Source: an optimization exercise on an open RTL-to-GDS flow (aim: small area, a short achievable clock period and few clock cycles per item). Production flows keep margins and buffers that such runs may drop. The RTL was checked by simulation tests, not by an equivalence proof against the original design.

## mult_ex
module mult_ex #(
    parameter WIDTH = 32
) (
    input  logic            clk,
    input  logic            rst_n,
    input  logic[WIDTH-1:0] a,
    input  logic[WIDTH-1:0] b,
    output logic[WIDTH-1:0] lo,
    output logic[WIDTH-1:0] hi,
    input  logic           valid_in,
    output logic           ready_out,
    output logic           valid_out,
    input  logic           ready_in
);
logic v0, v1, head_v, sk, rdy;
logic st;
logic [WIDTH-1:0] a_r, skid_a, skid_b, a_m, b_m;
logic [63:0] res, head;
logic [16:0] e_one, e_two, e_neg;
logic [16:0] n_one, n_two, n_neg;
logic pp1;
logic pp2;
logic pp3;
logic pp4;
logic pp5;
logic pp6;
logic pp7;
logic pp8;
logic pp9;
logic pp10;
logic pp11;
logic pp12;
logic pp13;
logic pp14;
logic pp15;
logic pp16;
logic pp17;
logic pp18;
logic pp19;
logic pp20;
logic pp21;
logic pp22;
logic pp23;
logic pp24;
logic pp25;
logic pp26;
logic pp27;
logic pp28;
logic pp29;
logic pp30;
logic pp31;
logic pp32;
logic pp33;
logic ns34;
logic pp35;
logic pp36;
logic pp37;
logic pp38;
logic pp39;
logic pp40;
logic pp41;
logic pp42;
logic pp43;
logic pp44;
logic pp45;
logic pp46;
logic pp47;
logic pp48;
logic pp49;
logic pp50;
logic pp51;
logic pp52;
logic pp53;
logic pp54;
logic pp55;
logic pp56;
logic pp57;
logic pp58;
logic pp59;
logic pp60;
logic pp61;
logic pp62;
logic pp63;
logic pp64;
logic pp65;
logic pp66;
logic pp67;
logic ns68;
logic pp69;
logic pp70;
logic pp71;
logic pp72;
logic pp73;
logic pp74;
logic pp75;
logic pp76;
logic pp77;
logic pp78;
logic pp79;
logic pp80;
logic pp81;
logic pp82;
logic pp83;
logic pp84;
logic pp85;
logic pp86;
logic pp87;
logic pp88;
logic pp89;
logic pp90;
logic pp91;
logic pp92;
logic pp93;
logic pp94;
logic pp95;
logic pp96;
logic pp97;
logic pp98;
logic pp99;
logic pp100;
logic pp101;
logic ns102;
logic pp103;
logic pp104;
logic pp105;
logic pp106;
logic pp107;
logic pp108;
logic pp109;
logic pp110;
logic pp111;
logic pp112;
logic pp113;
logic pp114;
logic pp115;
logic pp116;
logic pp117;
logic pp118;
logic pp119;
logic pp120;
logic pp121;
logic pp122;
  ...
Settings: LEC_CHECK=0, ABC_AREA=1, CAP_MARGIN=20, CORE_MARGIN=2, CORE_UTILIZATION=55, SLEW_MARGIN=20; clock period 11.0 ns.
standard.sh (not shown) runs the stock make flow with config.mk's settings and CLKGATE_MAP_FILE= SYNTH_SCRIPT=/design/flow/synth_recipe.tcl, a recipe that flattens the netlist after the stock synthesis.
==> flow/flow/run.sh <==
#!/bin/bash
set -euo pipefail
sed '1s/-noshare /-noshare -noabc /' synth_recipe.tcl > flow_synth.tcl
grep -q -- '-noabc' flow_synth.tcl
bash standard.sh SYNTH_SCRIPT="$PWD/flow_synth.tcl" \
    "BUFFER_PORTS_ARGS=-buffer_cell sky130_fd_sc_hd__buf_4" \
    MATCH_CELL_FOOTPRINT=0 SETUP_SLACK_MARGIN=7.3 finish > standard_flow.log 2>&1
The starting point went through all stages and came out clean.
Testbench counts at the start, summed over its fixed seeds: cycles 2,072, items 2,048.
Change:
ABC_AREA = not set   (was 1)
ABC_CLOCK_PERIOD_IN_PS = 3000   (was not set)
CTS_CLUSTER_DIAMETER = 100   (was not set)
CTS_CLUSTER_SIZE = 30   (was not set)
Effect: The changed run passed the timing, design-rule and antenna checks; utilization falls by 0.47 points; global-route usage falls by 4.2 points; maximum frequency falls by about 2.4%; setup slack got worse by 0.093 ns; clock skew rises by 0.0053 ns; cell area falls by 5.1%.
Change:
CORE_UTILIZATION = 65   (was 55)
CTS_CLUSTER_DIAMETER = not set   (was 100)
CTS_CLUSTER_SIZE = not set   (was 30)
What happened:
- non-clock buffer count fell by 5
- first-iteration DRC count goes up by about 30%
- final cell count is lower by about 3.3%
- maximum frequency hardly moves
- worst setup slack gains 0.0035 ns
- design area rises by about 0.4%
- routed wire length goes down by about 3%
- utilization rises by 12 points
- global-route usage is higher by 5.0 points
Change:
CORE_UTILIZATION = 55   (was 65)
Effect: The changed run ran to the end with no violations. Synthesized cell count stays the same. Register-to-register slack improves by 0.05 ns. Routed wire length climbs by a few percent. Worst hold slack degrades by 0.0042 ns. Via count falls slightly. Utilization went down by 11 points. Non-clock buffer count rises by 2. Die area is higher by about a fifth. Clock-buffer cell count rises by 2.

========
mult_ex again, from the RTL that the note above started with.
clock: 11.0 ns
lec_check: 0
abc_clock_period_in_ps: 3000
cap_margin: 20
core_margin: 2
core_utilization: 55
place_density: 0.75
slew_margin: 20
==> flow/flow/run.sh <==
#!/bin/bash
set -euo pipefail
sed '1s/-noshare /-noshare -noabc /' synth_recipe.tcl > flow_synth.tcl
grep -q -- '-noabc' flow_synth.tcl
bash standard.sh SYNTH_SCRIPT="$PWD/flow_synth.tcl" \
    "BUFFER_PORTS_ARGS=-buffer_cell sky130_fd_sc_hd__buf_2" \
    MATCH_CELL_FOOTPRINT=0 SETUP_SLACK_MARGIN=7.3 finish > standard_flow.log 2>&1
The first run passed the timing, design-rule and antenna checks.
Testbench counts at the start, summed over its fixed seeds: cycles 2,072, items 2,048.
==> next run, changes <==
==> flow/flow/run.sh (replaced) <==
#!/bin/bash
set -euo pipefail
sed '1s/-noshare /-noshare -noabc /' synth_recipe.tcl > flow_synth.tcl
grep -q -- '-noabc' flow_synth.tcl
bash standard.sh SYNTH_SCRIPT="$PWD/flow_synth.tcl" \
    "BUFFER_PORTS_ARGS=-buffer_cell sky130_fd_sc_hd__buf_4" \
    MATCH_CELL_FOOTPRINT=0 SETUP_SLACK_MARGIN=7.6 finish > standard_flow.log 2>&1
CORE_UTILIZATION = 40   (was 55)
PLACE_DENSITY = default   (was 0.75)
Effect: Worst setup slack is worse by 0.017 ns; register-to-register slack degrades by 0.02 ns; critical path depth is unchanged; wire length is higher by 14%; first-iteration DRC count fell by 8.5%; final cell count rose by 11%.
==> next run, changes <==
==> flow/flow/run.sh (replaced) <==
#!/bin/bash
set -euo pipefail
sed '1s/-noshare /-noshare -noabc /' synth_recipe.tcl > flow_synth.tcl
grep -q -- '-noabc' flow_synth.tcl
bash standard.sh SYNTH_SCRIPT="$PWD/flow_synth.tcl" \
    "BUFFER_PORTS_ARGS=-buffer_cell sky130_fd_sc_hd__buf_4" \
    MATCH_CELL_FOOTPRINT=0 SETUP_SLACK_MARGIN=7.0 finish > standard_flow.log 2>&1
Result:
- The new run passed the timing, design-rule and antenna checks
- clock-buffer cell count grows by 2
- global-route usage shrinks by 1.9 points
- sequential share of layout area grows by 3.0 points
- cell area shrinks by 11%
- wire length shrinks by 7.9%
==> next run, changes <==
==> flow/flow/run.sh (replaced) <==
#!/bin/bash
set -euo pipefail
sed '1s/-noshare /-noshare -noabc /' synth_recipe.tcl > flow_synth.tcl
grep -q -- '-noabc' flow_synth.tcl
bash standard.sh SYNTH_SCRIPT="$PWD/flow_synth.tcl" \
    "BUFFER_PORTS_ARGS=-buffer_cell sky130_fd_sc_hd__buf_2" \
    MATCH_CELL_FOOTPRINT=0 SETUP_SLACK_MARGIN=7.4 finish > standard_flow.log 2>&1
CORE_UTILIZATION = 55   (was 40)
Outcome:
- setup slack improves by 0.15 ns
- cell count fell by 6.7%
- die area falls by 27%
- utilization went up by 17 points
- synthesized cell count stays the same
- routed wire length is lower by 2.9%
- first-iteration DRC count came out lower by 9.6%

## static timing again, ports no longer ideal
How much do the figures lean on ideal ports? The routed layouts below were timed once more, with nothing changed but the port constraints. Step 1 sets driving cells, clkbuf_16 on the clock port and buf_2 on the other inputs (assumed; they add their load-dependent delay and slew). Step 2 moves the port delays by t, midway between the first and last clock arrival at a register: inputs arrive t later, outputs are due t later. That takes back most of the time a late clock gives input paths. Three values: ideal, step 1, step 2; two values: the first two.
run | t, ns | setup slack, ns | pins driven straight from the clock port
the first run of note 1 | 0.657 | 7.264 / 7.264 / 6.866 | 1
the second run of note 1 | 0.639 | 7.171 / 7.171 / 7.128 | 1
the third run of note 1 | 0.637 | 7.174 / 7.174 / 6.933 | 1
the fourth run of note 1 | 0.643 | 7.228 / 7.228 / 7.093 | 1
the first run of note 2 | 0.642 | 7.085 / 7.085 / 6.844 | 1
the second run of note 2 | 0.651 | 7.068 / 7.068 / 7.068 | 1
the third run of note 2 | 0.663 | 7.011 / 7.011 / 6.673 | 1
the fourth run of note 2 | 0.636 | 7.162 / 7.162 / 6.992 | 1
After both steps setup and hold are still met in every run listed. The setup slack of the first run of note 1, which loses most, moves by 0.000 ns with the drivers and by -0.398 ns with both steps.
